Context: an optimization exercise on an open-source flow, tuned for small area. The choices shown serve that exercise and are no tape-out recipe. Function was checked by simulation only, so behaviour that the tests miss may differ from the original. Power is estimated from default activity; no workload was simulated.

==> job 1188: inputs <==
## IDStage
module IDStage(
  input         clock,
  input         reset,
  input  [31:0] io_IF_Instr,
  input  [31:0] io_IF_PC,
  output [3:0]  io_EX_A_ALUOP,
  output [2:0]  io_EX_A_ALUSrc1Ctrl,
  output [2:0]  io_EX_A_ALUSrc2Ctrl,
  output        io_EX_A_WordALUEn,
  output [2:0]  io_EX_A_WordALUOP,
  output        io_EX_B_MEMREn,
  output [2:0]  io_EX_B_MEMRCtrl,
  output        io_EX_B_MEMWEn,
  output [2:0]  io_EX_B_MEMWCtrl,
  output        io_EX_C_RegWEn,
  output [1:0]  io_EX_C_RegWSrc,
  output [4:0]  io_EX_C_Rd,
  output        io_EX_D_Rs1REn,
  output        io_EX_D_Rs2REn,
  output [4:0]  io_EX_D_Rs1,
  output [4:0]  io_EX_D_Rs2,
  output [31:0] io_EX_E_PC,
  output [63:0] io_EX_E_Imm,
  output [63:0] io_EX_E_RData1,
  output [63:0] io_EX_E_RData2,
  input         io_WB_RegWEn,
  input  [63:0] io_WB_WData,
  input  [4:0]  io_WB_Rd,
  output [31:0] io_PC_PC,
  output        io_HAZARD_JumpEn,
  input  [1:0]  io_DATAPATH_Rs1Ctrl,
  input  [1:0]  io_DATAPATH_Rs2Ctrl,
  input  [63:0] io_DATAPATH_MEMData,
  input  [63:0] io_DATAPATH_WBData
);
export LEC_CHECK = 0
export CAP_MARGIN = 20
export CORE_MARGIN = 2
export CORE_UTILIZATION = 40
export CTS_CLUSTER_DIAMETER = 100
export CTS_CLUSTER_SIZE = 20
export PLACE_DENSITY = 0.8
export SETUP_SLACK_MARGIN = 0.5
export SLEW_MARGIN = 20
create_clock -name core_clock -period 12.5 [get_ports {clock}]
standard.sh (not shown) runs the stock make flow with config.mk's settings and CLKGATE_MAP_FILE= SYNTH_SCRIPT=/design/flow/synth_recipe.tcl, a recipe that flattens the netlist after the stock synthesis.
==> flow/flow/run.sh <==
#!/bin/bash
# Standard ORFS layout, except that the port buffers are the smallest buffer cell.
set -euo pipefail
bash standard.sh BUFFER_PORTS_ARGS="-buffer_cell sky130_fd_sc_hd__buf_1" finish > standard_flow.log 2>&1
==> job 1459: changes against job 1188 <==
--- a/flow/design.v
+++ b/flow/design.v
@@ -188,26 +188,45 @@
   wire s1w = io_DATAPATH_Rs1Ctrl == 2'd2;
   wire s2m = io_DATAPATH_Rs2Ctrl == 2'd1;
   wire s2w = io_DATAPATH_Rs2Ctrl == 2'd2;
   wire s1b = rf1 & byp1;
   wire s2b = rf2 & byp2;
   wire rr1 = rf1 & ~byp1;
   wire rr2 = rf2 & ~byp2;
-  reg [63:0] rd1, rd2;
-  integer k;
-  always @* begin
-    rd1 = ({64{s1m}} & io_DATAPATH_MEMData) | ({64{s1w}} & io_DATAPATH_WBData) |
-          ({64{s1b}} & io_WB_WData);
-    rd2 = ({64{s2m}} & io_DATAPATH_MEMData) | ({64{s2w}} & io_DATAPATH_WBData) |
-          ({64{s2b}} & io_WB_WData);
-    for (k = 1; k < 32; k = k + 1) begin
-      rd1 = rd1 | ({64{rr1 & (rs1 == k)}} & rq[k]);
-      rd2 = rd2 | ({64{rr2 & (rs2 == k)}} & rq[k]);
-    end
-  end
+  wire [33:0] sel1, sel2;
+  wire [63:0] src [0:33];
+  generate
+    for (i = 1; i < 32; i = i + 1) begin : gs
+      assign sel1[i-1] = rr1 & (rs1 == i);
+      assign sel2[i-1] = rr2 & (rs2 == i);
+      assign src[i-1] = rq[i];
+    end
+  endgenerate
+  assign sel1[33:31] = {s1b, s1w, s1m};
+  assign sel2[33:31] = {s2b, s2w, s2m};
+  assign src[31] = io_DATAPATH_MEMData;
+  assign src[32] = io_DATAPATH_WBData;
+  assign src[33] = io_WB_WData;
+  wire [63:0] rd1, rd2;
+  genvar b, g;
+  generate
+    for (b = 0; b < 64; b = b + 1) begin : gb
+      wire [11:0] n1, n2;
+      for (g = 0; g < 11; g = g + 1) begin : gg
+        IDStage_aoi222 u1 (.a1(sel1[3*g]), .a2(src[3*g][b]), .b1(sel1[3*g+1]), .b2(src[3*g+1][b]),
+                           .c1(sel1[3*g+2]), .c2(src[3*g+2][b]), .y(n1[g]));
+        IDStage_aoi222 u2 (.a1(sel2[3*g]), .a2(src[3*g][b]), .b1(sel2[3*g+1]), .b2(src[3*g+1][b]),
+                           .c1(sel2[3*g+2]), .c2(src[3*g+2][b]), .y(n2[g]));
+      end
+      assign n1[11] = ~(sel1[33] & src[33][b]);
+      assign n2[11] = ~(sel2[33] & src[33][b]);
+      assign rd1[b] = ~&n1;
+      assign rd2[b] = ~&n2;
+    end
+  endgenerate
   assign io_EX_E_RData1 = rd1;
   assign io_EX_E_RData2 = rd2;
   wire [63:0] ce = ~(rd1 ^ rd2);
   wire [63:0] cl = ~rd1 & rd2;
   wire [15:0] e1, l1;
   generate
     for (i = 0; i < 16; i = i + 1) begin : cmp1
@@ -240,7 +259,13 @@
   wire taken = isJ | (isBR & cond);
   wire [31:0] base = isJALR ? rd1[31:0] : io_IF_PC;
   wire [31:0] tgt = base + imm[31:0];
   wire [31:0] pc4 = io_IF_PC + 32'd4;
   assign io_HAZARD_JumpEn = taken;
   assign io_PC_PC = taken ? {tgt[31:1], tgt[0] & ~isJALR} : pc4;
 endmodule
+module IDStage_aoi222(
+  input  a1, a2, b1, b2, c1, c2,
+  output y
+);
+  assign y = ~((a1 & a2) | (b1 & b2) | (c1 & c2));
+endmodule
- PLACE_DENSITY: 0.8 -> 0.65
- SYNTH_HIERARCHICAL: unset -> 1
==> qor summary <==
| item | job 1188 | job 1459 |
|---|---|---|
| Status | no timing/DRC/antenna violations | no timing/DRC/antenna violations |
| Share of the clock period used by the worst path | 0.976 | 0.976 |
| Post-route insts no fill | 10291 | 8955 |
| Post-route total power | 0.0142 W | 0.0138 W |
| Number of filler cells placed in the layout | 19785 | 18095 |
| Combinational Power | 0.00209 W | 0.00179 W |
| Die area | 231000 µm² | 216000 µm² |
| Initial core utilization | 0.403 | 0.403 |
| # diodes | 53 | 26 |
| Routed length per instance | 51.3 µm | 45.3 µm |
| Sequential cell power | 0.00833 W | 0.00826 W |
| Peak Freq | 0.0820 GHz | 0.0819 GHz |
| Sequential-to-total area share from yosys stat | 0.656 | 0.703 |

==> re-timing with driven ports <==
The flow's constraints put no driver on any port. The routed layouts listed below were extracted and timed again, unchanged, in two steps.
Step 1, drivers: a clkbuf_16 drives clock and a buf_2 each remaining input, both assumed.
Step 2 adds t to the input delays and takes it off the output delays; t is the mean of the earliest and latest rising clock arrival at the registers after step 1. Input paths then give back, and output paths get back, about the clock's delay inside the block.
a / b / c = ideal / step 1 / step 2; a / b = the first two.
| run | shift t [ns] | setup WS [ns] | cell pins on the clock port's net |
|---|---|---|---|
| job 1188 | 0.923 | 0.300 / 0.269 / 0.269 | 1 |
| job 1459 | 0.859 | 0.296 / 0.253 / 0.253 | 1 |
After both steps setup and hold are still met in every run listed. For job 1459, which loses most, drivers alone change the setup slack by -0.043 ns; drivers and shift together by -0.043 ns.
